Source: an optimization exercise on an open RTL-to-GDS flow (aim: small area). Production flows keep margins and buffers that such runs may drop.
In this exercise RTL edits were held to simulation tests only and were not proved equivalent to the original.
No activity file was given, so power comes from the tool's default toggle rates.

[flow/design.v]
`timescale 1ns / 1ps
module rgb2YCbCr #(
parameter pix_per_clock = 4,
parameter data_width    = 8
)
(
input wire clk_in,
input wire reset,
input wire [(data_width*pix_per_clock*3)-1:0] rdata,
input wire rlast,
output reg rready,
input wire ruser,
input wire rvalid,
output reg [(data_width*pix_per_clock*3)-1:0] tdata,
output reg tlast,
input wire tready,
output reg tuser,
output reg tvalid
);
reg [95:0] pix_d1, pix_d2;
reg [7:0] g_d3 [0:3];
reg [8:0] u_d3 [0:3];
reg [8:0] v_d3 [0:3];
always @(posedge clk_in) begin
    pix_d1 <= rdata;
    pix_d2 <= pix_d1;
end
genvar i;
generate for (i = 0; i < 4; i = i + 1) begin : px
    wire [7:0] r = pix_d2[24*i+16 +: 8];
    wire [7:0] g = pix_d2[24*i+8  +: 8];
    wire [7:0] b = pix_d2[24*i    +: 8];
    wire [7:0] gn = ~g;
    wire [8:0] u, v;
    wire [7:0] y, cb, cr;
    rgb2ycc_diff_u du (.a(r), .g(g), .gn(gn), .d(u));
    rgb2ycc_diff_v dv (.a(b), .g(g), .gn(gn), .d(v));
    always @(posedge clk_in) begin
        g_d3[i] <= g;
        u_d3[i] <= u;
        v_d3[i] <= v;
    end
    rgb2ycc_sum cs (.g(g_d3[i]), .u(u_d3[i]), .v(v_d3[i]), .y(y), .cb(cb), .cr(cr));
    always @(posedge clk_in)
        tdata[24*i +: 24] <= {cr, cb, y};
end endgenerate
reg rlast_d1, rlast_d2, rlast_d3;
reg ruser_d1, ruser_d2, ruser_d3;
reg rvalid_d1, rvalid_d2, rvalid_d3;
always @(posedge clk_in) begin
    rlast_d1  <= rlast;  rlast_d2  <= rlast_d1;  rlast_d3  <= rlast_d2;  tlast  <= rlast_d3;
    ruser_d1  <= ruser;  ruser_d2  <= ruser_d1;  ruser_d3  <= ruser_d2;  tuser  <= ruser_d3;
    rvalid_d1 <= rvalid; rvalid_d2 <= rvalid_d1; rvalid_d3 <= rvalid_d2; tvalid <= rvalid_d3;
    rready    <= tready;
end
endmodule
module rgb2ycc_fa (input wire a, input wire b, input wire c, output wire s, output wire co);
  assign s  = a ^ b ^ c;
  assign co = (a & b) | (c & (a ^ b));
endmodule
module rgb2ycc_ha (input wire a, input wire b, output wire s, output wire co);
  assign s  = a ^ b;
  assign co = a & b;
endmodule
module rgb2ycc_maj (input wire a, input wire b, input wire c, output wire co);
  assign co = (a & b) | (c & (a | b));
endmodule
module rgb2ycc_xor (input wire a, input wire b, output wire s);
  assign s = a ^ b;
endmodule
module rgb2ycc_xnor (input wire a, input wire b, output wire s);
  assign s = ~(a ^ b);
endmodule
module rgb2ycc_or (input wire a, input wire b, output wire co);
  assign co = a | b;
endmodule
module rgb2ycc_and (input wire a, input wire b, output wire co);
  assign co = a & b;
endmodule
module rgb2ycc_diff_u (input wire [7:0] a, input wire [7:0] g, input wire [7:0] gn, output wire [8:0] d);
  wire [7:0] an = ~a;
  wire [8:0] c;
  rgb2ycc_ha   h0 (.a(a[0]), .b(gn[0]), .s(d[0]), .co(c[1]));
  genvar k;
  generate for (k = 1; k < 8; k = k + 1) begin : bit_
    rgb2ycc_fa f (.a(a[k]), .b(gn[k]), .c(c[k]), .s(d[k]), .co(c[k+1]));
  end endgenerate
  assign d[8] = c[8];
endmodule
module rgb2ycc_diff_v (input wire [7:0] a, input wire [7:0] g, input wire [7:0] gn, output wire [8:0] d);
  wire [7:0] an = ~a;
  wire [8:0] c;
  rgb2ycc_ha   h0 (.a(a[0]), .b(gn[0]), .s(d[0]), .co(c[1]));
  genvar k;
  generate for (k = 1; k < 8; k = k + 1) begin : bit_
    rgb2ycc_fa f (.a(a[k]), .b(gn[k]), .c(c[k]), .s(d[k]), .co(c[k+1]));
  end endgenerate
  assign d[8] = c[8];
endmodule
module rgb2ycc_sum (input wire [7:0] g, input wire [8:0] u, input wire [8:0] v,
  output wire [7:0] y, output wire [7:0] cb, output wire [7:0] cr);
  wire [7:0] g_n = ~g;
  wire [8:0] u_n = ~u;
  wire [8:0] v_n = ~v;
  wire n1;
  wire n2;
  wire n3, n4;
  wire n5;
  wire n6;
  wire n7;
  wire n8, n9;
  wire n10, n11;
  wire n12;
  wire n13;
  wire n14;
  wire n15, n16;
  wire n17, n18;
  wire n19, n20;
  wire n21;
  wire n22, n23;
  wire n24, n25;
  wire n26, n27;
  wire n28, n29;
  wire n30;
  wire n31;
  wire n32;
  wire n33, n34;
  wire n35, n36;
  wire n37, n38;
  wire n39, n40;
  wire n41, n42;
  wire n43;
  wire n44;
  wire n45, n46;
  wire n47, n48;
  wire n49, n50;
  wire n51, n52;
  wire n53, n54;
  wire n55, n56;
  wire n57, n58;
  wire n59, n60;
  wire n61, n62;
  wire n63, n64;
  wire n65;
  wire n66;
  wire n67, n68;
  wire n69, n70;
  wire n71, n72;
  wire n73, n74;
  wire n75, n76;
  wire n77, n78;
  wire n79, n80;
  wire n81, n82;
  wire n83, n84;
  wire n85;
  wire n86;
  wire n87, n88;
  wire n89, n90;
  wire n91, n92;
  wire n93, n94;
  wire n95, n96;
  wire n97;
  wire n98;
  wire n99;
  wire n100, n101;
  wire n102;
  wire n103, n104;
  wire n105, n106;
  wire n107;
  wire n108, n109;
  wire n110, n111;
  wire n112;
  wire n113;
  wire n114;
  wire n115, n116;
  wire n117, n118;
  wire n119;
  wire n120, n121;
  wire n122, n123;
  wire n124, n125;
  wire n126, n127;
  wire n128;
  wire n129;
  wire n130, n131;
  wire n132, n133;
  wire n134, n135;
  wire n136, n137;
  wire n138;
  wire n139;
  wire n140, n141;
  wire n142, n143;
  wire n144, n145;
  wire n146, n147;
  wire n148, n149;
  wire n150, n151;
  wire n152, n153;
  wire n154, n155;
  wire n156, n157;
  wire n158, n159;
  wire n160, n161;
  wire n162, n163;
  wire n164, n165;
  wire n166;
  wire n167;
  wire n168, n169;
  wire n170;
  wire n171;
  wire n172;
  wire n173, n174;
  wire n175;
  wire n176, n177;
  wire n178;
  wire n179, n180;
  wire n181;
  wire n182;
  wire n183;
  wire n184, n185;
  wire n186;
  wire n187, n188;
  wire n189, n190;
  wire n191, n192;
  wire n193;
  wire n194;
  wire n195, n196;
  wire n197, n198;
  wire n199, n200;
  wire n201;
  wire n202;
  wire n203, n204;
  wire n205, n206;
  wire n207, n208;
  wire n209, n210;
  wire n211, n212;
  wire n213, n214;
  wire n215, n216;
  wire n217, n218;
  wire n219;
  wire n220;
  wire n221, n222;
  wire n223;
  wire n224;
  wire n225, n226;
  wire n227;
  wire n228;
  rgb2ycc_or  cn1 (.a(g_n[0]), .b(u_n[2]), .co(n1));
  rgb2ycc_maj cn2 (.a(g_n[1]), .b(u_n[3]), .c(n1), .co(n2));
  rgb2ycc_fa  cn3 (.a(g_n[2]), .b(u_n[4]), .c(u[0]), .s(n3), .co(n4));
  rgb2ycc_maj cn5 (.a(v[0]), .b(n3), .c(n2), .co(n5));
  rgb2ycc_or  cn6 (.a(g_n[3]), .b(g_n[0]), .co(n6));
  rgb2ycc_xnor cn7 (.a(g_n[3]), .b(g_n[0]), .s(n7));
  rgb2ycc_fa  cn8 (.a(u_n[5]), .b(u[1]), .c(u[0]), .s(n8), .co(n9));
  rgb2ycc_fa  cn10 (.a(v[1]), .b(n7), .c(n4), .s(n10), .co(n11));
  rgb2ycc_maj cn12 (.a(n8), .b(n10), .c(n5), .co(n12));
  rgb2ycc_or  cn13 (.a(g_n[4]), .b(g_n[1]), .co(n13));
  rgb2ycc_xnor cn14 (.a(g_n[4]), .b(g_n[1]), .s(n14));
  rgb2ycc_fa  cn15 (.a(u_n[6]), .b(u[2]), .c(u[1]), .s(n15), .co(n16));
  rgb2ycc_fa  cn17 (.a(v[2]), .b(n14), .c(n6), .s(n17), .co(n18));
  rgb2ycc_fa  cn19 (.a(n9), .b(n15), .c(n17), .s(n19), .co(n20));
  rgb2ycc_maj cn21 (.a(n11), .b(n19), .c(n12), .co(n21));
  rgb2ycc_fa  cn22 (.a(g_n[5]), .b(g_n[2]), .c(u_n[7]), .s(n22), .co(n23));
  rgb2ycc_fa  cn24 (.a(u[3]), .b(u[2]), .c(v[3]), .s(n24), .co(n25));
  rgb2ycc_fa  cn26 (.a(n13), .b(n16), .c(n22), .s(n26), .co(n27));
  rgb2ycc_fa  cn28 (.a(n24), .b(n18), .c(n26), .s(n28), .co(n29));
  rgb2ycc_maj cn30 (.a(n20), .b(n28), .c(n21), .co(n30));
  rgb2ycc_or  cn31 (.a(g_n[6]), .b(g_n[3]), .co(n31));
  rgb2ycc_xnor cn32 (.a(g_n[6]), .b(g_n[3]), .s(n32));
  rgb2ycc_fa  cn33 (.a(g[0]), .b(u_n[8]), .c(u[4]), .s(n33), .co(n34));
  rgb2ycc_fa  cn35 (.a(u[3]), .b(v[4]), .c(n32), .s(n35), .co(n36));
  rgb2ycc_fa  cn37 (.a(n23), .b(n25), .c(n33), .s(n37), .co(n38));
  rgb2ycc_fa  cn39 (.a(n35), .b(n27), .c(n37), .s(n39), .co(n40));
  rgb2ycc_fa  cn41 (.a(n29), .b(n39), .c(n30), .s(n41), .co(n42));
  rgb2ycc_or  cn43 (.a(g_n[7]), .b(g_n[4]), .co(n43));
  rgb2ycc_xnor cn44 (.a(g_n[7]), .b(g_n[4]), .s(n44));
  rgb2ycc_fa  cn45 (.a(g[1]), .b(u[5]), .c(u[4]), .s(n45), .co(n46));
  rgb2ycc_fa  cn47 (.a(v[5]), .b(n44), .c(n31), .s(n47), .co(n48));
  rgb2ycc_fa  cn49 (.a(n34), .b(n45), .c(n36), .s(n49), .co(n50));
  rgb2ycc_fa  cn51 (.a(n47), .b(n38), .c(n49), .s(n51), .co(n52));
  rgb2ycc_fa  cn53 (.a(n40), .b(n51), .c(n42), .s(n53), .co(n54));
  rgb2ycc_fa  cn55 (.a(g_n[5]), .b(g[2]), .c(u[6]), .s(n55), .co(n56));
  rgb2ycc_fa  cn57 (.a(u[5]), .b(v[6]), .c(n43), .s(n57), .co(n58));
  rgb2ycc_fa  cn59 (.a(n46), .b(n55), .c(n48), .s(n59), .co(n60));
  rgb2ycc_fa  cn61 (.a(n57), .b(n50), .c(n59), .s(n61), .co(n62));
  rgb2ycc_fa  cn63 (.a(n52), .b(n61), .c(n54), .s(n63), .co(n64));
  rgb2ycc_or  cn65 (.a(g_n[6]), .b(g[3]), .co(n65));
  rgb2ycc_xnor cn66 (.a(g_n[6]), .b(g[3]), .s(n66));
  rgb2ycc_fa  cn67 (.a(u[7]), .b(u[6]), .c(v[7]), .s(n67), .co(n68));
  rgb2ycc_fa  cn69 (.a(n66), .b(n56), .c(n67), .s(n69), .co(n70));
  rgb2ycc_fa  cn71 (.a(n58), .b(n69), .c(n60), .s(n71), .co(n72));
  rgb2ycc_fa  cn73 (.a(n62), .b(n71), .c(n64), .s(n73), .co(n74));
  rgb2ycc_fa  cn75 (.a(g_n[7]), .b(g[4]), .c(u[8]), .s(n75), .co(n76));
  rgb2ycc_fa  cn77 (.a(u[7]), .b(v[8]), .c(n65), .s(n77), .co(n78));
  rgb2ycc_fa  cn79 (.a(n68), .b(n75), .c(n77), .s(n79), .co(n80));
  rgb2ycc_fa  cn81 (.a(n70), .b(n79), .c(n72), .s(n81), .co(n82));
  rgb2ycc_ha  cn83 (.a(n81), .b(n74), .s(n83), .co(n84));
  rgb2ycc_or  cn85 (.a(g[5]), .b(u[8]), .co(n85));
  rgb2ycc_xnor cn86 (.a(g[5]), .b(u[8]), .s(n86));
  rgb2ycc_fa  cn87 (.a(n86), .b(n76), .c(n78), .s(n87), .co(n88));
  rgb2ycc_fa  cn89 (.a(n80), .b(n87), .c(n82), .s(n89), .co(n90));
  rgb2ycc_ha  cn91 (.a(n89), .b(n84), .s(n91), .co(n92));
  rgb2ycc_fa  cn93 (.a(g[6]), .b(n85), .c(n88), .s(n93), .co(n94));
  rgb2ycc_fa  cn95 (.a(n93), .b(n90), .c(n92), .s(n95), .co(n96));
  rgb2ycc_xnor cn97 (.a(g[7]), .b(n94), .s(n97));
  rgb2ycc_xor cn98 (.a(n97), .b(n96), .s(n98));
  rgb2ycc_or  cn99 (.a(u_n[2]), .b(u[0]), .co(n99));
  rgb2ycc_fa  cn100 (.a(u_n[3]), .b(u[1]), .c(v_n[0]), .s(n100), .co(n101));
  rgb2ycc_and cn102 (.a(n99), .b(n100), .co(n102));
  rgb2ycc_fa  cn103 (.a(u_n[4]), .b(u[2]), .c(u_n[0]), .s(n103), .co(n104));
  rgb2ycc_fa  cn105 (.a(v_n[1]), .b(n101), .c(n103), .s(n105), .co(n106));
  rgb2ycc_and cn107 (.a(n102), .b(n105), .co(n107));
  rgb2ycc_fa  cn108 (.a(u_n[5]), .b(u[3]), .c(u_n[1]), .s(n108), .co(n109));
  rgb2ycc_fa  cn110 (.a(v_n[2]), .b(n104), .c(n108), .s(n110), .co(n111));
  rgb2ycc_maj cn112 (.a(n106), .b(n110), .c(n107), .co(n112));
  rgb2ycc_or  cn113 (.a(u_n[6]), .b(u[4]), .co(n113));
  rgb2ycc_xnor cn114 (.a(u_n[6]), .b(u[4]), .s(n114));
  rgb2ycc_fa  cn115 (.a(u_n[2]), .b(v_n[3]), .c(v[0]), .s(n115), .co(n116));
  rgb2ycc_fa  cn117 (.a(n114), .b(n109), .c(n115), .s(n117), .co(n118));
  rgb2ycc_maj cn119 (.a(n111), .b(n117), .c(n112), .co(n119));
  rgb2ycc_fa  cn120 (.a(u_n[7]), .b(u[5]), .c(u_n[3]), .s(n120), .co(n121));
  rgb2ycc_fa  cn122 (.a(v_n[4]), .b(v[1]), .c(n113), .s(n122), .co(n123));
  rgb2ycc_fa  cn124 (.a(n116), .b(n120), .c(n122), .s(n124), .co(n125));
  rgb2ycc_fa  cn126 (.a(n118), .b(n124), .c(n119), .s(n126), .co(n127));
  rgb2ycc_or  cn128 (.a(u_n[8]), .b(u[6]), .co(n128));
  rgb2ycc_xnor cn129 (.a(u_n[8]), .b(u[6]), .s(n129));
  rgb2ycc_fa  cn130 (.a(u_n[4]), .b(v_n[5]), .c(v[2]), .s(n130), .co(n131));
  rgb2ycc_fa  cn132 (.a(n129), .b(n121), .c(n130), .s(n132), .co(n133));
  rgb2ycc_fa  cn134 (.a(n123), .b(n132), .c(n125), .s(n134), .co(n135));
  rgb2ycc_ha  cn136 (.a(n134), .b(n127), .s(n136), .co(n137));
  rgb2ycc_or  cn138 (.a(u[7]), .b(u_n[5]), .co(n138));
  rgb2ycc_xnor cn139 (.a(u[7]), .b(u_n[5]), .s(n139));
  rgb2ycc_fa  cn140 (.a(v_n[6]), .b(v[3]), .c(n139), .s(n140), .co(n141));
  rgb2ycc_fa  cn142 (.a(n128), .b(n131), .c(n140), .s(n142), .co(n143));
  rgb2ycc_fa  cn144 (.a(n133), .b(n142), .c(n135), .s(n144), .co(n145));
  rgb2ycc_ha  cn146 (.a(n144), .b(n137), .s(n146), .co(n147));
  rgb2ycc_fa  cn148 (.a(u[8]), .b(u_n[6]), .c(v_n[7]), .s(n148), .co(n149));
  rgb2ycc_fa  cn150 (.a(v[4]), .b(n138), .c(n148), .s(n150), .co(n151));
  rgb2ycc_fa  cn152 (.a(n141), .b(n150), .c(n143), .s(n152), .co(n153));
  rgb2ycc_fa  cn154 (.a(n152), .b(n145), .c(n147), .s(n154), .co(n155));
  rgb2ycc_fa  cn156 (.a(u_n[7]), .b(v_n[8]), .c(v[5]), .s(n156), .co(n157));
  rgb2ycc_fa  cn158 (.a(n149), .b(n156), .c(n151), .s(n158), .co(n159));
  rgb2ycc_fa  cn160 (.a(n158), .b(n153), .c(n155), .s(n160), .co(n161));
  rgb2ycc_fa  cn162 (.a(u_n[8]), .b(v[6]), .c(n157), .s(n162), .co(n163));
  rgb2ycc_fa  cn164 (.a(n162), .b(n159), .c(n161), .s(n164), .co(n165));
  rgb2ycc_or  cn166 (.a(v[7]), .b(n163), .co(n166));
  rgb2ycc_xnor cn167 (.a(v[7]), .b(n163), .s(n167));
  rgb2ycc_ha  cn168 (.a(n167), .b(n165), .s(n168), .co(n169));
  rgb2ycc_xnor cn170 (.a(v[8]), .b(n166), .s(n170));
  rgb2ycc_xor cn171 (.a(n170), .b(n169), .s(n171));
  rgb2ycc_and cn172 (.a(v_n[2]), .b(v_n[0]), .co(n172));
  rgb2ycc_fa  cn173 (.a(u_n[0]), .b(v_n[3]), .c(v_n[1]), .s(n173), .co(n174));
  rgb2ycc_and cn175 (.a(n172), .b(n173), .co(n175));
  rgb2ycc_fa  cn176 (.a(u_n[1]), .b(v_n[4]), .c(v_n[2]), .s(n176), .co(n177));
  rgb2ycc_maj cn178 (.a(n174), .b(n176), .c(n175), .co(n178));
  rgb2ycc_fa  cn179 (.a(u_n[2]), .b(v_n[5]), .c(v_n[3]), .s(n179), .co(n180));
  rgb2ycc_maj cn181 (.a(n177), .b(n179), .c(n178), .co(n181));
  rgb2ycc_or  cn182 (.a(u_n[3]), .b(u[0]), .co(n182));
  rgb2ycc_xnor cn183 (.a(u_n[3]), .b(u[0]), .s(n183));
  rgb2ycc_fa  cn184 (.a(v_n[6]), .b(v_n[4]), .c(n183), .s(n184), .co(n185));
  rgb2ycc_maj cn186 (.a(n180), .b(n184), .c(n181), .co(n186));
  rgb2ycc_fa  cn187 (.a(u_n[4]), .b(u[1]), .c(v_n[7]), .s(n187), .co(n188));
  rgb2ycc_fa  cn189 (.a(v_n[5]), .b(n182), .c(n187), .s(n189), .co(n190));
  rgb2ycc_fa  cn191 (.a(n185), .b(n189), .c(n186), .s(n191), .co(n192));
  rgb2ycc_or  cn193 (.a(u_n[5]), .b(u[2]), .co(n193));
  rgb2ycc_xnor cn194 (.a(u_n[5]), .b(u[2]), .s(n194));
  rgb2ycc_fa  cn195 (.a(v_n[8]), .b(v_n[6]), .c(n194), .s(n195), .co(n196));
  rgb2ycc_fa  cn197 (.a(n188), .b(n195), .c(n190), .s(n197), .co(n198));
  rgb2ycc_ha  cn199 (.a(n197), .b(n192), .s(n199), .co(n200));
  rgb2ycc_or  cn201 (.a(u_n[6]), .b(u[3]), .co(n201));
  rgb2ycc_xnor cn202 (.a(u_n[6]), .b(u[3]), .s(n202));
  rgb2ycc_fa  cn203 (.a(v_n[7]), .b(n202), .c(n193), .s(n203), .co(n204));
  rgb2ycc_fa  cn205 (.a(n196), .b(n203), .c(n198), .s(n205), .co(n206));
  rgb2ycc_ha  cn207 (.a(n205), .b(n200), .s(n207), .co(n208));
  rgb2ycc_fa  cn209 (.a(u_n[7]), .b(u[4]), .c(v_n[8]), .s(n209), .co(n210));
  rgb2ycc_fa  cn211 (.a(n201), .b(n209), .c(n204), .s(n211), .co(n212));
  rgb2ycc_fa  cn213 (.a(n211), .b(n206), .c(n208), .s(n213), .co(n214));
  rgb2ycc_fa  cn215 (.a(u_n[8]), .b(u[5]), .c(n210), .s(n215), .co(n216));
  rgb2ycc_fa  cn217 (.a(n215), .b(n212), .c(n214), .s(n217), .co(n218));
  rgb2ycc_or  cn219 (.a(u[6]), .b(n216), .co(n219));
  rgb2ycc_xnor cn220 (.a(u[6]), .b(n216), .s(n220));
  rgb2ycc_ha  cn221 (.a(n220), .b(n218), .s(n221), .co(n222));
  rgb2ycc_or  cn223 (.a(u[7]), .b(n219), .co(n223));
  rgb2ycc_xnor cn224 (.a(u[7]), .b(n219), .s(n224));
  rgb2ycc_ha  cn225 (.a(n224), .b(n222), .s(n225), .co(n226));
  rgb2ycc_xnor cn227 (.a(u[8]), .b(n223), .s(n227));
  rgb2ycc_xor cn228 (.a(n227), .b(n226), .s(n228));
  assign y[0] = n41;
  assign y[1] = n53;
  assign y[2] = n63;
  assign y[3] = n73;
  assign y[4] = n83;
  assign y[5] = n91;
  assign y[6] = n95;
  assign y[7] = n98;
  assign cb[0] = n126;
  assign cb[1] = n136;
  assign cb[2] = n146;
  assign cb[3] = n154;
  assign cb[4] = n160;
  assign cb[5] = n164;
  assign cb[6] = n168;
  assign cb[7] = n171;
  assign cr[0] = n191;
  assign cr[1] = n199;
  assign cr[2] = n207;
  assign cr[3] = n213;
  assign cr[4] = n217;
  assign cr[5] = n221;
  assign cr[6] = n225;
  assign cr[7] = n228;
endmodule
[flow/run.sh]
#!/bin/bash
# synth_recipe.tcl (not shown) runs the flow's synth.tcl, then flattens the netlist and writes it again
# the make line also repeats each setting of config.mk as NAME=value (left out here)
make -C /OpenROAD-flow-scripts/flow DESIGN_CONFIG=/design/flow/config.mk WORK_HOME=/design/flow/orfs CLKGATE_MAP_FILE= SYNTH_SCRIPT=/design/flow/synth_recipe.tcl finish
[flow/config.mk]
export PLATFORM = sky130hd
export DESIGN_NAME = rgb2YCbCr
export DESIGN_NICKNAME = rgb2YCbCr
export VERILOG_FILES = /design/flow/design.v
export SDC_FILE = /design/flow/constraint.sdc
export NUM_CORES = 4
export LEC_CHECK = 0
export CAP_MARGIN = 20
export CORE_MARGIN = 2
export CORE_UTILIZATION = 40
export SLEW_MARGIN = 20
export SYNTH_HIERARCHICAL = 1
export SYNTH_MINIMUM_KEEP_SIZE = 0
[flow/constraint.sdc]
create_clock -name core_clock -period 5.0 [get_ports {clk_in}]
set_input_delay 1.0000 -clock core_clock [delete_from_list [all_inputs] [get_ports {clk_in}]]
set_output_delay 1.0000 -clock core_clock [all_outputs]
set_load 0.01 [all_outputs]
==> out/metrics.yaml, run 1 <==
die:
  rows: 80
  die_area_um2: 49500
  die_h_um: 223
  io_pins: 202
  initial_core_util_pct: 40.3
  coreArea_um2: 47400
  die_x_um: 223
setup_path:
  reg2reg_from: "g_d3[0][0]"
  worstPathMaxFanout: 3
  required_ps: 5430
  slowest_stage: "fa_1"
  r2r-end: "tdata[7]"
  critical_path.max_stage_delay_ps: 500
  critical_path_arrival_ps: 5290
  crit_type: "flop to flop"
  r2r_cells: 14
  path_cells: "inv_1 -> or2_1 -> fa_1 -> fa_1 -> maj3_2 -> maj3_2 -> fa_1 -> fa_1 -> fa_1 -> fa_1 -> ha_1 -> ha_1 -> fa_1 -> xor2_1"
  cp.buffers_inverters: 1
  critPathLaunchType: "flop"
  cp_top_family: "adder cells"
  r2r_setup_slack_ps: 140
  crit_path_frequent_cell: "fa_1"
  worstSetupEndpointType: "flop"
global_route:
  grt_max_degree: 15
  overflow: 0
  grt_pass1_wl_mm: 53.0
  grt_pass1_vias: 10490
  antenna_found_initial: 1
  grtUsageTotal_pct: 13.8
route:
  wl_met2_mm: 16.7
  via_per_inst: 4.21
  drtPass1Iterations: 4
  drc: 0
  ant_nets: 0
  vias: 8855
  dr_wl_met3_mm: 1.44
  highest_layer: "met5"
  wl_met1_mm: 13.2
  drtIter0Drc: 209
  wl_per_cell_um: 15.2
  wl_mm: 32.0
sta:
  finClkSkew_ps: 10.8
  setup_violations: 0
  fin_tns_setup_ps: 0
  relSlewSlack_pct: 75.2
  worstMarginPinSlew_ps: 372
  finalHoldViolations: 0
  fin_crit_ps: 4860
  period_share_pct: 97.2
  setup_ws_ps: 141
  fmax_mhz: 206
  report.final.slew_viol_count: 0
pwr:
  power_leakage_uw: 0.00945
  finalPower_uw: 15200
  powerDensity_nw_per_um2: 661
  peakVddDrop_mv: 0.358
logic_synthesis:
  synth_top_area_share_pct: 42.4
  yosys-top-cells-area: "dfxtp_1 42%, fa_1 39%, buf_4 4.1%"
  netlist_instances: 1269
  synth_top_cell_by_area: "dfxtp_1"
  yosysSeqAreaShare_pct: 42.4
  syn_area_um2: 19100
  syn_nets: 1787
  ys_ff_latch: 405
  synth_cell_type_count: 10
  syn_area_per_cell_um2: 15.1
  ys.warnings.count: 13
min_path:
  worstHoldEndpoint: "pix_d2[66]"
  hold_path.class: "flop to flop"
  holdPathStages: 0
  worst_hold_startpoint: "pix_d1[66]"
cells_and_area:
  finalCoreUtilization_pct: 48.4
  final_cell_area_um2: 23000
  final_cell_mix: "395 x dfxtp_1, 368 x fa_1, 200 x clkdlybuf4s50_1"
  final_common_cell: "dfxtp_1"
  antenna_cells: 0
  nets: 1978
  drive_gt1_share_pct: 12.5
  syn_to_final_growth_pct: 20.3
job:
  cap_viol_max_count: 0
cts:
  cts.sinks: 405
  cts_root_buf: "clkbuf_16"
  ctsHtreeMaxLevel: 2
  insertion_delay_ps: 540
  cts_buffers: 42
  cts_tree: "built"
  clockBufferDepth: 3
  clk_pin_slew_worst_paths_ps: 60
  holdBufCountCts: 0
place:
  placed_area_um2: 21500
  dp_slack_ps: 52.2
  port_buffers: 200
  hpwl_mm: 26.8
  place_congestion: 0.826
run_status:
  status: "complete, no violations"
==> state kept, by name (all words and copies together), names as in the netlist, 32 cells and up <==
name	flops
g_d3	32
pix_d2	96
pix_d1	96
v_d3	36
tdata	96
u_d3	36
==> report_power, final <==
group	switching [uW]	total, uW	internal (uW)	leakage, uW
Combinational	3680	7600	3920	0.00531
Clock	1220	3210	1990	0.000717
Sequential	300	4390	4090	0.00342
==> modules after synthesis, one instance, submodules excluded <==
module / flip-flops and latches / cell area (um2)
rgb2ycc_maj: 0 / 11.3
rgb2ycc_xor: 0 / 8.76
rgb2ycc_fa: 0 / 20.0
rgb2ycc_and: 0 / 6.26
rgb2ycc_diff_u: 0 / 7.51
rgb2ycc_ha: 0 / 12.5
rgb2ycc_or: 0 / 6.26
rgb2ycc_sum: 0 / 278
rgb2ycc_xnor: 0 / 8.76
rgb2YCbCr: 405 / 8230
rgb2ycc_diff_v: 0 / 7.51
==> how the worst max path moves through the flow <==
stage                     from        end  slack, ps  cells after the start
floorplan           u_d3[1][2]  tdata[31]          1                     16
global placement    g_d3[2][3]  tdata[55]         90                     14
detailed placement  g_d3[0][2]   tdata[7]         50                     14
CTS                 g_d3[2][3]  tdata[55]         30                     14
global route        g_d3[0][0]   tdata[7]        -20                     14
finish              g_d3[0][0]   tdata[7]        140                     14
==> per-layer routing <==
metal | global-route usage (%) | vias to the layer above
met5 | 0 | -
met4 | 3.66 | 2
met3 | 3.24 | 45
met2 | 24.3 | 165
met1 | 16.9 | 4558
li1 | - | 4085
==> logic make-up after synthesis <==
| group | Yosys count | synth area share, % |
|---|---|---|
| fa+ha+maj | 456 | 44.2 |
| xor+xnor | 84 | 3.85 |
| flops | 405 | 42.4 |
| buf+inv | 240 | 6.76 |
| simple gates | 84 | 2.75 |
==> cell type report <==
| class | count | area (um2) |
|---|---|---|
| fill | 4146 | 24500 |
| multi-input combinational | 624 | 9740 |
| sequential | 405 | 8120 |
| timing repair buffer | 251 | 2380 |
| clock buffer | 56 | 1190 |
| tap | 615 | 769 |
| inverter | 136 | 513 |
| clock inverter | 18 | 254 |
==> cell usage after synthesis <==
master	n
buf_4	104
fa_1	372
dfxtp_1	405
xnor2_1	72
or2_1	68
maj3_2	40
xor2_1	12
and2_1	16
ha_1	44
inv_1	136
==> through the flow <==
stage,instances,hold slack (ps)
2_1_floorplan,1269,310
3_3_place_gp,2031,310
3_5_place_dp,2031,312
4_1_cts,2105,321
5_1_grt,2105,326
6_report,2105,321
==> timing repair <==
item / CTS / global route
buffers inserted: 0 / 0
resized for setup: 0 / 24
setup endpoints to repair: 0 / 5
==> inputs of run 2 (changes only) <==
--- a/flow/config.mk
+++ b/flow/config.mk
@@ -8,6 +8,8 @@
 export CAP_MARGIN = 20
 export CORE_MARGIN = 2
 export CORE_UTILIZATION = 40
+export CTS_BUF_LIST = sky130_fd_sc_hd__clkbuf_4
+export CTS_CLUSTER_SIZE = 30
 export SLEW_MARGIN = 20
 export SYNTH_HIERARCHICAL = 1
 export SYNTH_MINIMUM_KEEP_SIZE = 0
==> out/metrics.yaml, run 2 <==
run_status:
  status: "complete, no violations"
setup_path:
  critical_path_arrival_ps: 5580
  worstPathMaxFanout: 4
  required_ps: 5730
  r2r_setup_slack_ps: 140
  r2r-end: "tdata[55]"
  r2r_cells: 14
  critPathLaunchType: "flop"
  worstSetupEndpointType: "flop"
  crit_type: "flop to flop"
  reg2reg_from: "g_d3[2][3]"
min_path:
  worst_hold_startpoint: "pix_d2[32]"
  holdPathStages: 0
  hold_path.class: "flop to flop"
  worstHoldEndpoint: "g_d3[1][0]"
die:
  die_h_um: 223
  initial_core_util_pct: 40.3
  io_pins: 202
  coreArea_um2: 47400
  die_x_um: 223
  rows: 80
  die_area_um2: 49500
logic_synthesis:
  synth_common_cells: "405 x dfxtp_1, 372 x fa_1, 136 x inv_1, 104 x buf_4, 72 x xnor2_1"
  ys.warnings.count: 13
  synth_top_cell_by_area: "dfxtp_1"
  ys.flop_type: "dfxtp_1"
  ys_ff_latch: 405
  netlist_instances: 1269
  synth_top_area_share_pct: 42.4
  async_flop_share_pct: 0
  synth.most_common_cell: "dfxtp_1"
  syn_area_per_cell_um2: 15.1
  yosysSeqAreaShare_pct: 42.4
  yosys-top-cells-area: "dfxtp_1 42%, fa_1 39%, buf_4 4.1%"
  syn_nets: 1787
  synth_cell_type_count: 10
  syn_area_um2: 19100
  synth_edf_count: 0
pwr:
  pwr-share-clk_pct: 18.6
  share_comb_of_total_power_pct: 51.6
  peakVddDrop_mv: 0.307
  p_int_uw: 9470
  p_switching_uw: 5250
  seqPwrFrac_pct: 29.8
  power_leakage_uw: 0.00949
  powerDensity_nw_per_um2: 645
  swShare_pct: 35.7
global_route:
  grt_pass1_wl_mm: 53.9
  overflow: 0
  grtUsageTotal_pct: 14.2
  grt_max_degree: 16
  antenna_found_initial: 3
  grt_pass1_vias: 10933
cts:
  clockBufferDepth: 3
  holdBufCountCts: 0
  ctsHtreeMaxLevel: 3
  post_cts_buffers: 0
  cts.sinks: 405
  insertion_delay_ps: 860
  cts_tree: "built"
  cts_buffers: 101
  clk_pin_slew_worst_paths_ps: 70
  cts_root_buf: "clkbuf_4"
place:
  placed_area_um2: 21500
  place_congestion: 0.826
  dp_slack_ps: 52.2
  hpwl_mm: 26.8
  port_buffers: 200
sta:
  setup_ws_ps: 144
  worstMarginPinSlew_ps: 369
  fin_tns_setup_ps: 0
  period_share_pct: 97.1
  report.final.slew_viol_count: 0
  fmax_mhz: 206
  finClkSkew_ps: 68.5
  fin_crit_ps: 4860
  fin_hold_ws_ps: 301
  relSlewSlack_pct: 75.4
  setup_violations: 0
  finalHoldViolations: 0
  rsz0062_at_grt: "no"
cells_and_area:
  final_cell_mix: "397 x dfxtp_1, 368 x fa_1, 200 x clkdlybuf4s50_1"
  final_common_cell: "dfxtp_1"
  syn_to_final_growth_pct: 19.5
  seq_area_um2: 8120
  finalCoreUtilization_pct: 48.1
  largestRegisters: "pix_d1: 96 flops, pix_d2: 96 flops, tdata: 96 flops"
  nets: 2037
  drive_gt1_share_pct: 17.0
  multi_input_area_um2: 9730
  final_cell_area_um2: 22800
  fillCellCount: 4227
route:
  via_per_inst: 4.15
  wl_per_cell_um: 14.7
  drtPass1Iterations: 4
  drc: 0
  wl_mm: 32.6
  vias: 9187
  drtIter0Drc: 179
  ant_nets: 0
job:
  cap_viol_max_count: 0
[run 2: cell counts after synthesis]
Identical to the previous run, type by type.
[run 2: per-stage QoR]
step           instances  power [uW]
2_1_floorplan       1269       12700
3_3_place_gp        2031       12300
3_5_place_dp        2031       12300
4_1_cts             2207       15200
5_1_grt             2213       16400
6_report            2213       14700
[run 2: power by group through the flow]
stage	clock, uW	sequential, uW	combinational, uW
floorplan	0	4680	7970
global placement	0	4460	7830
detailed placement	0	4480	7860
CTS	2890	4410	7930
global route	3050	4460	8870
finish	2740	4380	7590
[run 2: worst max path at each step]
stage / startpoint / end / depth (start not counted)
after floorplan: u_d3[1][2] / tdata[31] / 16
after global placement: g_d3[2][3] / tdata[55] / 14
after detailed placement: g_d3[0][2] / tdata[7] / 14
after CTS: g_d3[0][2] / tdata[7] / 14
after global routing: u_d3[0][2] / tdata[7] / 15
final: g_d3[2][3] / tdata[55] / 14
[run 2: logic make-up after synthesis]
logic type | share of synthesized area (%)
fa+ha+maj | 44.2
simple gates | 2.75
flops | 42.4
xor+xnor | 3.85
buf+inv | 6.76
[run 2: repair_timing]
action,CTS,global route
setup endpoints to repair,0,5
gates resized for setup,0,20
endpoints found under the hold margin,0,0
[run 2: layer usage]
| metal | vias to the layer above | wire, um | track usage (%) |
|---|---|---|---|
| met5 | - | 13 | 0 |
| met4 | 2 | 755 | 6.30 |
| met3 | 58 | 1540 | 3.76 |
| met2 | 184 | 17000 | 24.3 |
| met1 | 4668 | 13300 | 16.8 |
| li1 | 4275 | - | - |
[run 2: layout make-up]
type                    instances  area share [%]
well taps                     615            3.37
multi-input cells             624            42.6
clock buffers                 141            4.64
repair buffers                251            10.4
clock inverters                35            1.05
flip-flops and latches        405            35.6
diodes                          6          0.0658
inverters                     136            2.24
[run 2: critical path, stage by stage, from the launching register on]
cell and delay, ps:
dfxtp_2 350, inv_1 100, or2_1 230, fa_1 510, fa_1 430, maj3_2 320, maj3_2 310, fa_1 390
fa_1 400, fa_1 390, fa_1 400, ha_1 200, ha_1 190, fa_1 380, xor2_1 170
[run 2: per-module statistics from Yosys, one instance, submodules excluded]
module / cells / area, um2
rgb2ycc_ha: 1 / 12.5
rgb2ycc_sum: 50 / 278
rgb2ycc_or: 1 / 6.26
rgb2ycc_diff_v: 1 / 7.51
rgb2ycc_and: 1 / 6.26
rgb2YCbCr: 437 / 8230
rgb2ycc_diff_u: 1 / 7.51
rgb2ycc_xnor: 1 / 8.76
rgb2ycc_fa: 1 / 20.0
rgb2ycc_maj: 1 / 11.3
rgb2ycc_xor: 1 / 8.76
==> inputs of run 3 (changes only) <==
==> flow/flow/run.sh (new file) <==
#!/bin/bash
# Standard layout (the standard.sh, unchanged synthesis and floorplan) with two
# knobs passed through the environment:
#  - ports are buffered with the smallest buffer (buf_1) instead of the default choice;
#  - clock tree synthesis clusters more sinks per buffer and adds no dummy loads.
set -euo pipefail
cd "$(dirname "$0")/.."
export BUFFER_PORTS_ARGS="-buffer_cell sky130_fd_sc_hd__buf_1"
export CTS_ARGS="-sink_clustering_enable -repair_clock_nets -dont_use_dummy_load -sink_clustering_size 30 -buf_list sky130_fd_sc_hd__clkbuf_4"
bash standard.sh > standard.log 2>&1
==> flow/standard.sh (new file) <==
#!/bin/bash
# synth_recipe.tcl (not shown) runs the flow's synth.tcl, then flattens the netlist and writes it again
# the make line also repeats each setting of config.mk as NAME=value (left out here)
make -C /OpenROAD-flow-scripts/flow DESIGN_CONFIG=/design/flow/config.mk WORK_HOME=/design/flow/orfs CLKGATE_MAP_FILE= SYNTH_SCRIPT=/design/flow/synth_recipe.tcl "${@:-finish}"
--- a/flow/config.mk
+++ b/flow/config.mk
@@ -8,8 +8,6 @@
 export CAP_MARGIN = 20
 export CORE_MARGIN = 2
 export CORE_UTILIZATION = 40
-export CTS_BUF_LIST = sky130_fd_sc_hd__clkbuf_4
-export CTS_CLUSTER_SIZE = 30
 export SLEW_MARGIN = 20
 export SYNTH_HIERARCHICAL = 1
 export SYNTH_MINIMUM_KEEP_SIZE = 0
removed: flow/run.sh
==> out/metrics.yaml, run 3 <==
logic_synthesis:
  synth.most_common_cell: "dfxtp_1"
  syn_area_per_cell_um2: 15.1
  synth_cell_type_count: 10
  synth_common_cells: "405 x dfxtp_1, 372 x fa_1, 136 x inv_1, 104 x buf_4, 72 x xnor2_1"
  ys.flop_type: "dfxtp_1"
  async_flop_share_pct: 0
  syn_nets: 1787
  syn_area_um2: 19100
  yosysSeqAreaShare_pct: 42.4
  yosys-top-cells-area: "dfxtp_1 42%, fa_1 39%, buf_4 4.1%"
  synth_top_cell_by_area: "dfxtp_1"
  synth_edf_count: 0
  synth_top_area_share_pct: 42.4
  ys_ff_latch: 405
  netlist_instances: 1269
  ys.warnings.count: 13
sta:
  fmax_mhz: 206
  relSlewSlack_pct: 75.7
  finalHoldViolations: 0
  fin_tns_setup_ps: 0
  report.final.slew_viol_count: 0
  worstMarginPinSlew_ps: 364
  finClkSkew_ps: 52.1
  period_share_pct: 97.0
  setup_violations: 0
  fin_crit_ps: 4850
  fin_hold_ws_ps: 287
die:
  die_h_um: 223
  initial_core_util_pct: 40.3
  io_pins: 202
  die_x_um: 223
  die_area_um2: 49500
  coreArea_um2: 47400
  rows: 80
setup_path:
  reg2reg_from: "g_d3[1][3]"
  r2r-end: "tdata[31]"
  required_ps: 5680
  worstSetupEndpointType: "flop"
  crit_type: "flop to flop"
  cp.depth: 14
  critPathLaunchType: "flop"
  cp_top_family: "adder cells"
  slowest_stage: "fa_1"
  cp.buffers_inverters: 1
  r2r_setup_slack_ps: 150
  path_cells: "inv_1 -> or2_1 -> fa_1 -> fa_1 -> maj3_2 -> maj3_2 -> fa_1 -> fa_1 -> fa_2 -> fa_1 -> ha_1 -> ha_1 -> fa_1 -> xor2_1"
  critical_path.max_stage_delay_ps: 510
  critical_path_arrival_ps: 5520
  r2r_cells: 14
  crit_path_frequent_cell: "fa_1"
  worstPathMaxFanout: 3
min_path:
  worst_hold_startpoint: "rdata[26]"
  holdPathStages: 1
  worstHoldEndpoint: "pix_d1[26]"
  hold_path.class: "input pin to flop"
cells_and_area:
  final_cells: 2131
  syn_to_final_growth_pct: 10.1
  final_cell_area_um2: 21000
  drive_gt1_share_pct: 14.7
  final_common_cell: "dfxtp_1"
  nets: 2034
  final_cell_mix: "389 x dfxtp_1, 367 x fa_1, 200 x buf_1"
  largestRegisters: "pix_d1: 96 flops, pix_d2: 96 flops, tdata: 96 flops"
route:
  drtIter0Drc: 204
  drc: 0
  vias: 9069
  wl_per_cell_um: 14.9
  via_per_inst: 4.26
  wl_mm: 31.7
  ant_nets: 0
  drtPass1Iterations: 4
pwr:
  finalPower_uw: 13400
  peakVddDrop_mv: 0.296
  powerDensity_nw_per_um2: 635
  power_leakage_uw: 0.00864
cts:
  cts.sinks: 405
  post_cts_buffers: 0
  insertion_delay_ps: 800
  ctsHtreeMaxLevel: 3
  clockBufferDepth: 3
  cts_resized: 0
  holdBufCountCts: 0
  cts_root_buf: "clkbuf_4"
  cts_tree: "built"
  clk_pin_slew_worst_paths_ps: 60
  cts_buffers: 98
run_status:
  status: "complete, no violations"
place:
  placed_area_um2: 20200
  place_congestion: 0.855
  dp.cells: 2031
  port_buffers: 200
  hpwl_mm: 26.7
global_route:
  grt_pass1_vias: 10915
  grtUsageTotal_pct: 13.9
  antenna_found_initial: 2
  grt_pass1_wl_mm: 53.1
  grt_max_degree: 16
  overflow: 0
job:
  cap_viol_max_count: 0
[run 3: cell types whose count changed in the layout (fill, tap and decap cells not counted), sizes merged, moves of 3 or more]
cell           before  now
diode               6    2
bufinv              3    0
clkinv             29    0
buf                51  251
clkbuf            141   98
clkdlybuf4s50     200    0
[run 3: area by class of cell]
cell class,instances,area [um2]
Fill cell,4427,26400
Tap cell,615,769
Clock buffer,98,736
Timing Repair Buffer,251,1130
Sequential cell,405,8130
Inverter,136,513
Antenna cell,2,5.00
Multi-Input combinational cell,624,9740
[run 3: worst max path at each step]
stage                           end  slack, ps  startpoint
after floorplan           tdata[31]          1  u_d3[1][2]
after global placement    tdata[31]         90  g_d3[1][4]
after detailed placement  tdata[31]         70  g_d3[1][2]
after CTS                  tdata[7]         50  g_d3[0][2]
after global routing      tdata[55]         -8  g_d3[2][1]
final                     tdata[31]        150  g_d3[1][3]
[run 3: where the power goes]
part           switching [uW]  internal, uW
Clock                    1050           882
Combinational            3680          3370
Sequential                293          4090
[run 3: through the flow]
step | setup WS [ps] | util [%]
2_1_floorplan | 0.967 | -
3_3_place_gp | 89.2 | 42.6
3_5_place_dp | 69.5 | 42.6
4_1_cts | 51.3 | 44.2
5_1_grt | -8.33 | 44.3
6_report | 152 | 44.3
[run 3: metal layers]
metal	routed length, um	vias to the layer above	share of wire [%]	track usage, %
met5	0	-	0	0
met4	819	0	2.6	6.41
met3	1530	56	4.8	3.77
met2	16400	204	52	23.5
met1	13000	4624	41	16.5
li1	-	4185	-	-
[run 3: worst reg2reg max path, stage by stage (launching register included)]
cell     delay [ps]
dfxtp_1         410
inv_1            80
or2_1           230
fa_1            510
fa_1            430
maj3_2          320
maj3_2          320
fa_1            380
fa_1            400
fa_2            350
fa_1            390
ha_1            200
ha_1            190
fa_1            370
xor2_1          160
[run 3: cell families (layout without fill, tap and decap cells)]
| kind of cell | count (synthesis) | after routing | synth area share (%) |
|---|---|---|---|
| other | 0 | 2 | 0 |
| flip-flops | 405 | 405 | 42.4 |
| AND/OR/NAND/NOR | 84 | 84 | 2.75 |
| buffers and inverters | 240 | 485 | 6.76 |
| adder cells (fa/ha/maj) | 456 | 456 | 44.2 |
| XOR/XNOR | 84 | 84 | 3.85 |
[run 3: per-module statistics from Yosys, one instance, submodules excluded, excerpt]
module,flip-flops and latches,cells inside,area (um2)
rgb2ycc_diff_u,0,1,7.51
rgb2YCbCr,405,437,8230
rgb2ycc_maj,0,1,11.3
rgb2ycc_fa,0,1,20.0
rgb2ycc_xnor,0,1,8.76
rgb2ycc_xor,0,1,8.76
==> inputs of run 4 (changes only) <==
--- a/flow/flow/run.sh
+++ b/flow/flow/run.sh
@@ -6,5 +6,5 @@
 set -euo pipefail
 cd "$(dirname "$0")/.."
 export BUFFER_PORTS_ARGS="-buffer_cell sky130_fd_sc_hd__buf_1"
-export CTS_ARGS="-sink_clustering_enable -repair_clock_nets -dont_use_dummy_load -sink_clustering_size 30 -buf_list sky130_fd_sc_hd__clkbuf_4"
+export CTS_ARGS="-sink_clustering_enable -repair_clock_nets -dont_use_dummy_load -sink_clustering_size 35 -sink_clustering_max_diameter 80 -buf_list sky130_fd_sc_hd__clkbuf_16"
 bash standard.sh > standard.log 2>&1
==> out/metrics.yaml, run 4 <==
cells_and_area:
  final_cell_mix: "387 x dfxtp_1, 366 x fa_1, 200 x buf_1"
  final_cells: 2053
  syn_to_final_growth_pct: 8.98
  drive_gt1_share_pct: 10.1
  nets: 1958
  largestRegisters: "pix_d1: 96 flops, pix_d2: 96 flops, tdata: 96 flops"
  final_cell_area_um2: 20800
  finalCoreUtilization_pct: 43.9
  final_common_cell: "dfxtp_1"
  fillCellCount: 4393
  antenna_cells: 0
die:
  io_pins: 202
  rows: 80
  die_area_um2: 49500
  die_x_um: 223
  initial_core_util_pct: 40.3
  die_h_um: 223
  coreArea_um2: 47400
run_status:
  status: "complete, no violations"
route:
  wl_met2_mm: 16.0
  wl_mm: 30.8
  vias: 8670
  drtIter0Drc: 242
  drtPass1Iterations: 4
  wl_met1_mm: 13.1
  wl_per_cell_um: 15.0
  via_per_inst: 4.22
  ant_nets: 0
  highest_layer: "met4"
  dr_wl_met3_mm: 1.11
  drc: 0
job:
  cap_viol_max_count: 0
global_route:
  grt_max_degree: 36
  grt_pass1_wl_mm: 51.3
  grtUsageTotal_pct: 13.1
  overflow: 0
  grt_pass1_vias: 10192
  antenna_found_initial: 1
cts:
  ctsHtreeMaxLevel: 1
  cts_root_buf: "clkbuf_16"
  cts_buffers: 21
  clockBufferDepth: 3
  clk_pin_slew_worst_paths_ps: 110
  holdBufCountCts: 0
  cts.sinks: 405
  cts_tree: "built"
  insertion_delay_ps: 550
logic_synthesis:
  netlist_instances: 1269
  synth_edf_count: 0
  synth.most_common_cell: "dfxtp_1"
  yosys-top-cells-area: "dfxtp_1 42%, fa_1 39%, buf_4 4.1%"
  yosysSeqAreaShare_pct: 42.4
  ys.flop_type: "dfxtp_1"
  synth_cell_type_count: 10
  synth_common_cells: "405 x dfxtp_1, 372 x fa_1, 136 x inv_1, 104 x buf_4, 72 x xnor2_1"
  async_flop_share_pct: 0
  syn_nets: 1787
  synth_top_cell_by_area: "dfxtp_1"
  syn_area_um2: 19100
  synth_top_area_share_pct: 42.4
  ys.warnings.count: 13
  syn_area_per_cell_um2: 15.1
  ys_ff_latch: 405
sta:
  period_share_pct: 96.8
  finClkSkew_ps: 52.6
  rsz0062_at_grt: "no"
  finalHoldViolations: 0
  fmax_mhz: 207
  fin_crit_ps: 4840
  relSlewSlack_pct: 75.8
  setup_ws_ps: 158
  worstMarginPinSlew_ps: 363
  setup_violations: 0
  fin_tns_setup_ps: 0
  report.final.slew_viol_count: 0
setup_path:
  required_ps: 5440
  r2r_cells: 14
  path_cells: "inv_1 -> or2_1 -> fa_1 -> fa_1 -> maj3_2 -> maj3_2 -> fa_1 -> fa_1 -> fa_1 -> fa_1 -> ha_1 -> ha_1 -> fa_1 -> xor2_1"
  cp-endpoint: "tdata[55]"
  worstPathMaxFanout: 3
  critical_path.max_stage_delay_ps: 500
  crit_path_frequent_cell: "fa_1"
  critPathLaunchType: "flop"
  slowest_stage: "fa_1"
  crit_type: "flop to flop"
  r2r_setup_slack_ps: 160
  worstSetupEndpointType: "flop"
  r2r-end: "tdata[55]"
  reg2reg_from: "g_d3[2][0]"
  cp-startpoint: "g_d3[2][0]"
  critical_path_arrival_ps: 5290
pwr:
  powerDensity_nw_per_um2: 629
  peakVddDrop_mv: 0.385
  power_leakage_uw: 0.00845
place:
  hpwl_mm: 26.7
  dp_slack_ps: 69.5
  dp.cells: 2031
  place_congestion: 0.855
  placed_area_um2: 20200
  port_buffers: 200
min_path:
  hold_path.class: "flop to flop"
run 4: timing repair:
| item | in CTS | in global routing |
|---|---|---|
| resized for setup | 0 | 28 |
| setup endpoints to repair | 0 | 7 |
| setup buffers | 0 | 1 |
run 4: power by group:
group | leakage, uW | total, uW | internal, uW | switching (uW)
clock | 0.000259 | 1670 | 749 | 924
combinational | 0.00478 | 7050 | 3370 | 3680
sequential | 0.00342 | 4370 | 4080 | 291
run 4: worst min path at each step:
stage / cells past startpoint / startpoint / slack (ps) / end
finish: 0 / pix_d2[14] / 300 / g_d3[0][6]
global route: 0 / pix_d2[14] / 310 / g_d3[0][6]
CTS: 0 / pix_d2[14] / 300 / g_d3[0][6]
detailed placement: 0 / pix_d1[15] / 310 / pix_d2[15]
global placement: 0 / pix_d1[23] / 310 / pix_d2[23]
floorplan: 0 / pix_d1[0] / 310 / pix_d2[0]
run 4: per-module statistics from Yosys, one instance, submodules excluded, excerpt:
module,flops+latches,area (um2)
rgb2YCbCr,405,8230
rgb2ycc_and,0,6.26
rgb2ycc_diff_v,0,7.51
rgb2ycc_fa,0,20.0
rgb2ycc_ha,0,12.5
rgb2ycc_maj,0,11.3
rgb2ycc_or,0,6.26
rgb2ycc_sum,0,278
rgb2ycc_xnor,0,8.76
rgb2ycc_xor,0,8.76
run 4: critical path: cells and delay by family, from the launching register on:
kind                     cells  cell delay [ps]
AND/OR/NAND/NOR              1              240
flip-flops                   1              380
buffers and inverters        1               90
adder cells (fa/ha/maj)     11             3870
XOR/XNOR                     1              170
run 4: final cells by class:
class,count,area [um2],share of cell area [%]
tap,615,769,3.70
sequential,405,8130,39.0
timing repair buffer,252,1140,5.48
multi-input combinational,624,9750,46.8
clock buffer,21,526,2.52
inverter,136,510,2.45
run 4: kinds of logic after synthesis:
logic type,after synthesis,share of synthesized area [%]
buffers and inverters,240,6.76
adders and majority gates,456,44.2
DFF,405,42.4
and+or+nand+nor,84,2.75
xor gates and xnor gates,84,3.85
run 4: metal layers:
metal	track usage (%)	vias to the layer above
li1	-	4009
met1	16.8	4486
met4	3.05	0
met2	23.3	143
met5	0	-
met3	2.18	32
run 4: per-stage QoR:
| stage | total power [uW] | hold slack, ps |
|---|---|---|
| 6_report | 13100 | 304 |
| 5_1_grt | 14700 | 305 |
| 4_1_cts | 13500 | 303 |
| 3_5_place_dp | 11800 | 312 |
| 3_3_place_gp | 11700 | 311 |
| 2_1_floorplan | 12700 | 310 |
==> inputs of run 5 (changes only) <==
--- a/flow/flow/run.sh
+++ b/flow/flow/run.sh
@@ -6,5 +6,5 @@
 set -euo pipefail
 cd "$(dirname "$0")/.."
 export BUFFER_PORTS_ARGS="-buffer_cell sky130_fd_sc_hd__buf_1"
-export CTS_ARGS="-sink_clustering_enable -repair_clock_nets -dont_use_dummy_load -sink_clustering_size 35 -sink_clustering_max_diameter 80 -buf_list sky130_fd_sc_hd__clkbuf_16"
+export CTS_ARGS="-sink_clustering_enable -repair_clock_nets -dont_use_dummy_load -sink_clustering_size 20 -sink_clustering_max_diameter 60 -buf_list sky130_fd_sc_hd__clkbuf_8"
 bash standard.sh > standard.log 2>&1
==> out/metrics.yaml, run 5 <==
run_status:
  status: "complete, no violations"
die:
  rows: 80
  coreArea_um2: 47400
  die_x_um: 223
  initial_core_util_pct: 40.3
  die_h_um: 223
  die_area_um2: 49500
  io_pins: 202
logic_synthesis:
  muxShareOfSynthArea_pct: 0
  synth_fa_ha_area_share_pct: 44.2
  synth_xor_area_share_pct: 3.85
  synth_top_cell_by_area: "dfxtp_1"
  yosys.area_share.simple_pct: 2.75
  synth.most_common_cell: "dfxtp_1"
  synth_top_area_share_pct: 42.4
  async_flop_share_pct: 0
  netlist_instances: 1269
  yosysSeqAreaShare_pct: 42.4
  synth_edf_count: 0
  syn_nets: 1787
  syn_area_per_cell_um2: 15.1
  syn_area_um2: 19100
  ys.warnings.count: 13
  synth_cell_type_count: 10
  synth_top_family_by_area: "adder cells"
  synth_common_cells: "405 x dfxtp_1, 372 x fa_1, 136 x inv_1, 104 x buf_4, 72 x xnor2_1"
  ys_ff_latch: 405
  synth-compound-area-share_pct: 0
  yosys-top-cells-area: "dfxtp_1 42%, fa_1 39%, buf_4 4.1%"
  ys.flop_type: "dfxtp_1"
pwr:
  p_int_uw: 8000
  swShare_pct: 38.0
  pwr-share-clk_pct: 11.5
  seqPwrFrac_pct: 33.9
  share_comb_of_total_power_pct: 54.7
  powerDensity_nw_per_um2: 623
  p_switching_uw: 4910
  peakVddDrop_mv: 0.332
  power_leakage_uw: 0.00842
place:
  hpwl_mm: 26.7
  dp.cells: 2031
  place_congestion: 0.855
  port_buffers: 200
cts:
  clk_pin_slew_worst_paths_ps: 110
  cts_tree: "built"
  holdBufCountCts: 0
  insertion_delay_ps: 650
  cts_root_buf: "clkbuf_8"
  cts_buffers: 31
  cts.sinks: 405
  clockBufferDepth: 3
  ctsHtreeMaxLevel: 1
sta:
  worstMarginPinSlew_ps: 363
  fmax_mhz: 206
  setup_violations: 0
  rsz0062_at_grt: "no"
  period_share_pct: 96.9
  finalHoldViolations: 0
  fin_tns_setup_ps: 0
  finClkSkew_ps: 75.1
  fin_crit_ps: 4850
  relSlewSlack_pct: 75.8
  report.final.slew_viol_count: 0
job:
  cap_viol_max_count: 0
global_route:
  grtUsageTotal_pct: 13.2
  grt_max_degree: 21
  grt_pass1_vias: 10278
  grt_pass1_wl_mm: 51.6
  antenna_found_initial: 1
  overflow: 0
route:
  ant_nets: 0
  drtIter0Drc: 190
  wl_per_cell_um: 15.1
  drc: 0
  via_per_inst: 4.25
  drtPass1Iterations: 4
  vias: 8774
  wl_mm: 31.2
setup_path:
  path_cells: "inv_1 -> or2_1 -> fa_1 -> fa_1 -> maj3_2 -> maj3_2 -> fa_1 -> fa_1 -> fa_2 -> fa_1 -> ha_1 -> ha_1 -> fa_1 -> xor2_1"
  worstPathMaxFanout: 3
  cp.depth: 14
  critical_path.max_stage_delay_ps: 510
  required_ps: 5500
  crit_type: "flop to flop"
  critPathLaunchType: "flop"
  slowest_stage: "fa_1"
  cp.buffers_inverters: 1
  worstSetupEndpointType: "flop"
  r2r_cells: 14
  cp_top_family: "adder cells"
  critical_path_arrival_ps: 5350
  crit_path_frequent_cell: "fa_1"
cells_and_area:
  final_cell_mix: "388 x dfxtp_1, 366 x fa_1, 200 x buf_1"
  syn_to_final_growth_pct: 8.53
  largestRegisters: "pix_d1: 96 flops, pix_d2: 96 flops, tdata: 96 flops"
  finalCoreUtilization_pct: 43.7
  final_cells: 2064
  drive_gt1_share_pct: 11.0
  antenna_cells: 0
  final_common_cell: "dfxtp_1"
  nets: 1969
min_path:
  holdPathStages: 0
  hold_path.class: "flop to flop"
-- run 5: cell count changes in the layout (fill, tap and decap cells not counted) --
cell / before / now
inv_1: 131 / 128
dfxtp_1: 387 / 388
buf_4: 52 / 53
dfxtp_2: 18 / 17
clkbuf_16: 21 / 0
xnor2_1: 69 / 68
clkbuf_8: 0 / 31
xnor2_2: 3 / 4
inv_2: 5 / 8
-- run 5: metrics by stage --
step | hold WS [ps] | total power [uW] | worst slack, ps | instance area [um2]
finish | 274 | 12900 | 155 | 20700
global route | 289 | 14500 | 9.03 | 20700
CTS | 284 | 13300 | 16.1 | 20700
detailed placement | 312 | 11800 | 69.5 | 20200
global placement | 311 | 11700 | 89.2 | 20200
floorplan | 310 | 12700 | 0.967 | 19100
-- run 5: per-module statistics from Yosys (local to each module, per instance) --
module	times used	flops+latches
rgb2ycc_diff_v	4	0
rgb2ycc_xnor	72	0
rgb2ycc_and	16	0
rgb2YCbCr	1	405
rgb2ycc_or	68	0
rgb2ycc_fa	372	0
rgb2ycc_ha	44	0
rgb2ycc_diff_u	4	0
rgb2ycc_maj	40	0
rgb2ycc_xor	12	0
rgb2ycc_sum	4	0
-- run 5: power groups by stage --
stage,clock (uW),sequential (uW),combinational [uW]
final,1480,4370,7060
after global routing,1670,4440,8340
after CTS,1570,4400,7370
after detailed placement,0,4470,7300
after global placement,0,4460,7240
after floorplan,0,4680,7970
-- run 5: final cells by class --
type	instances	area [um2]
Inverter	136	510
Multi-Input combinational cell	624	9750
Timing Repair Buffer	253	1150
Sequential cell	405	8130
Fill cell	4400	26700
Tap cell	615	769
Clock buffer	31	427
-- run 5: worst register-to-register path: cells and delay by family, from the launching register on --
kind | cells | cell delay, ps
XOR/XNOR | 1 | 160
adder cells (fa/ha/maj) | 11 | 3860
buffers and inverters | 1 | 80
flip-flops | 1 | 420
AND/OR/NAND/NOR | 1 | 230
-- run 5: logic make-up (layout without fill, tap and decap cells) --
group,after synthesis,after routing
fa+ha+maj,456,456
buf+inv,240,420
xor+xnor,84,84
simple gates,84,84
flops,405,405
-- run 5: what timing repair did --
| item | CTS | global route |
|---|---|---|
| setup endpoints to repair | 0 | 5 |
| resized for setup | 0 | 31 |
| buffers inserted | 0 | 2 |
-- run 5: path summary, 6_finish.rpt --
| check | startpoint | end | slack, ps |
|---|---|---|---|
| worst min register to register | pix_d1[94] | pix_d2[94] | 270 |
| worst min-delay path | pix_d1[94] | pix_d2[94] | 270 |
| worst max register to register | g_d3[1][3] | tdata[31] | 150 |
| worst max-delay path | g_d3[1][3] | tdata[31] | 150 |
-- run 5: layer usage --
layer	part of all wire, %	vias up	wire [um]	global-route usage (%)
li1	-	4019	-	-
met1	42	4535	13000	16.8
met2	52	173	16100	23.4
met3	4.1	47	1290	2.25
met4	2.3	0	729	3.23
met5	0	-	0	0
==> inputs of run 6 (changes only) <==
--- a/flow/config.mk
+++ b/flow/config.mk
@@ -7,7 +7,7 @@
 export LEC_CHECK = 0
 export CAP_MARGIN = 20
 export CORE_MARGIN = 2
-export CORE_UTILIZATION = 40
+export CORE_UTILIZATION = 60
 export SLEW_MARGIN = 20
 export SYNTH_HIERARCHICAL = 1
 export SYNTH_MINIMUM_KEEP_SIZE = 0
==> out/metrics.yaml, run 6 <==
global_route:
  grt_pass1_vias: 9835
  grt_max_degree: 21
  overflow: 0
  grt_pass1_wl_mm: 48.4
  antenna_found_initial: 3
  grtUsageTotal_pct: 19.0
cts:
  clockBufferDepth: 3
  cts_tree: "built"
  clk_pin_slew_worst_paths_ps: 110
  cts_root_buf: "clkbuf_8"
  insertion_delay_ps: 610
  holdBufCountCts: 0
  ctsHtreeMaxLevel: 1
  cts.sinks: 405
  cts_buffers: 29
sta:
  setup_violations: 0
  report.final.slew_viol_count: 0
  period_share_pct: 96.8
  fmax_mhz: 207
  worstMarginPinSlew_ps: 381
  finalHoldViolations: 0
  rsz0062_at_grt: "no"
  finClkSkew_ps: 58.1
  fin_crit_ps: 4840
  relSlewSlack_pct: 74.6
  fin_tns_setup_ps: 0
die:
  io_pins: 202
  initial_core_util_pct: 60.7
  die_x_um: 182
  die_area_um2: 33300
  coreArea_um2: 31500
  rows: 65
  die_h_um: 182
cells_and_area:
  final_cell_mix: "383 x dfxtp_1, 366 x fa_1, 200 x buf_1"
  largestRegisters: "pix_d1: 96 flops, pix_d2: 96 flops, tdata: 96 flops"
  syn_to_final_growth_pct: 6.82
  drive_gt1_share_pct: 10.6
  final_common_cell: "dfxtp_1"
  nets: 1962
setup_path:
  crit_type: "flop to flop"
  worstPathMaxFanout: 2
  slowest_stage: "fa_1"
  cp_top_family: "adder cells"
  r2r_setup_slack_ps: 160
  cp.buffers_inverters: 1
  r2r-end: "tdata[55]"
  r2r_cells: 14
  critical_path_arrival_ps: 5320
  required_ps: 5480
  critical_path.max_stage_delay_ps: 450
  reg2reg_from: "g_d3[2][2]"
  path_cells: "inv_1 -> fa_1 -> fa_1 -> maj3_2 -> maj3_2 -> maj3_2 -> fa_1 -> fa_1 -> fa_1 -> fa_2 -> ha_1 -> ha_1 -> fa_1 -> xor2_1"
  crit_path_frequent_cell: "fa_1"
  critPathLaunchType: "flop"
  worstSetupEndpointType: "flop"
route:
  drtPass1Iterations: 4
  drtIter0Drc: 230
  ant_nets: 0
  drc: 0
  via_per_inst: 4.60
  vias: 8488
  wl_mm: 29.3
  wl_per_cell_um: 15.9
run_status:
  status: "complete, no violations"
place:
  hpwl_mm: 25.0
  place_congestion: 0.818
  port_buffers: 200
logic_synthesis:
  synth_common_cells: "405 x dfxtp_1, 372 x fa_1, 136 x inv_1, 104 x buf_4, 72 x xnor2_1"
  synth_top_cell_by_area: "dfxtp_1"
  yosysSeqAreaShare_pct: 42.4
  async_flop_share_pct: 0
  synth_top_area_share_pct: 42.4
  syn_area_per_cell_um2: 15.1
  netlist_instances: 1269
  synth_top_family_by_area: "adder cells"
  syn_area_um2: 19100
  synth.most_common_cell: "dfxtp_1"
  synth_edf_count: 0
  ys.warnings.count: 13
  yosys.area_share.simple_pct: 2.75
  syn_nets: 1787
  ys_ff_latch: 405
  synth_fa_ha_area_share_pct: 44.2
  synth_xor_area_share_pct: 3.85
  synth_cell_type_count: 10
  yosys-top-cells-area: "dfxtp_1 42%, fa_1 39%, buf_4 4.1%"
  ys.flop_type: "dfxtp_1"
  muxShareOfSynthArea_pct: 0
  synth-compound-area-share_pct: 0
min_path:
  worstHoldEndpoint: "pix_d2[86]"
  hold_path.class: "flop to flop"
  holdPathStages: 0
  worst_hold_startpoint: "pix_d1[86]"
pwr:
  finalPower_uw: 12700
  powerDensity_nw_per_um2: 621
  peakVddDrop_mv: 0.387
  power_leakage_uw: 0.00838
job:
  cap_viol_max_count: 0
## run 6: cell counts after synthesis
Identical to the previous run, type by type.
## run 6: per-module statistics from Yosys (local to each module, per instance)
| module | copies in the design | cell area, um2 | flops+latches |
|---|---|---|---|
| rgb2ycc_and | 16 | 6.26 | 0 |
| rgb2ycc_maj | 40 | 11.3 | 0 |
| rgb2ycc_diff_v | 4 | 7.51 | 0 |
| rgb2ycc_xor | 12 | 8.76 | 0 |
| rgb2ycc_diff_u | 4 | 7.51 | 0 |
| rgb2ycc_xnor | 72 | 8.76 | 0 |
| rgb2ycc_or | 68 | 6.26 | 0 |
| rgb2YCbCr | 1 | 8230 | 405 |
| rgb2ycc_sum | 4 | 278 | 0 |
| rgb2ycc_fa | 372 | 20.0 | 0 |
| rgb2ycc_ha | 44 | 12.5 | 0 |
## run 6: layer usage
metal | vias up | track usage, % | wire [um]
met5 | - | 0 | 13
met2 | 149 | 34.4 | 15400
met4 | 2 | 6.45 | 1030
li1 | 4006 | - | -
met1 | 4279 | 23.5 | 11900
met3 | 52 | 2.83 | 937
## run 6: cells by family after synthesis
group,count (synthesis)
adders and majority gates,456
buffers and inverters,240
DFF,405
and+or+nand+nor,84
xor gates and xnor gates,84
## run 6: area by class of cell
type                            instances  area, um2
Tap cell                              402        503
Inverter                              136        510
Fill cell                            2419      11100
Clock buffer                           29        399
Antenna cell                            2       5.00
Sequential cell                       405       8140
Timing Repair Buffer                  248       1110
Multi-Input combinational cell        624       9750
## run 6: worst max path at each step
stage | start | to | slack (ps) | cells past startpoint
after global routing | g_d3[0][2] | tdata[7] | 9 | 14
after global placement | g_d3[1][2] | tdata[31] | 80 | 14
after detailed placement | g_d3[1][2] | tdata[31] | 40 | 14
final | g_d3[2][2] | tdata[55] | 160 | 14
after CTS | g_d3[0][2] | tdata[7] | 3 | 14
after floorplan | u_d3[1][2] | tdata[31] | 1 | 16
## run 6: per-stage QoR
step | instances | setup slack (ps) | area, um2 | hold WS, ps | util, %
detailed placement | 1814 | 45.0 | 19900 | 312 | 63.3
CTS | 1843 | 2.92 | 20300 | 296 | 64.6
global placement | 1814 | 76.0 | 19900 | 310 | 63.3
global route | 1846 | 8.68 | 20400 | 313 | 64.8
finish | 1846 | 160 | 20400 | 309 | 64.8
floorplan | 1269 | 0.967 | 19100 | 310 | -
## run 6: where the power goes
part,total (uW),switching (uW),internal [uW]
logic,6890,3580,3310
clock network,1420,902,515
registers,4360,284,4080
## run 6: what timing repair did
action	CTS	global route
resized for setup	0	32
endpoints found under the setup margin	0	7
buffers inserted	0	1

## separate check: timing with driven ports
In the flow no input, the clock included, has a driving cell. The finished layouts below were timed again as built, in two steps.
Step 1 assumes that a clkbuf_16 drives the clock port and a buf_2 every other input.
Step 2 times the ports against the registers' clock, not the clock port: input delays grow and output delays shrink by t, the midpoint of the rising clock arrivals with the driver on.
Slacks: ideal ports / drivers / drivers and shift; pairs: ideal ports / drivers.
run	shift t [ns]	slack for setup (ns)	clock arrival spread, ns	slew at the worst register clock pin (ns)
run 1	0.593	0.141 / 0.141 / 0.141	0.016 / 0.016	0.06 / 0.06
run 2	0.880	0.144 / 0.144 / 0.144	0.079 / 0.080	0.08 / 0.08
run 3	0.810	0.152 / 0.152 / 0.152	0.081 / 0.082	0.06 / 0.06
run 4	0.583	0.158 / 0.158 / 0.158	0.056 / 0.057	0.11 / 0.11
run 5	0.665	0.155 / 0.155 / 0.155	0.075 / 0.076	0.11 / 0.11
run 6	0.645	0.160 / 0.160 / 0.160	0.085 / 0.085	0.11 / 0.11
After both steps every run listed still meets setup and hold.
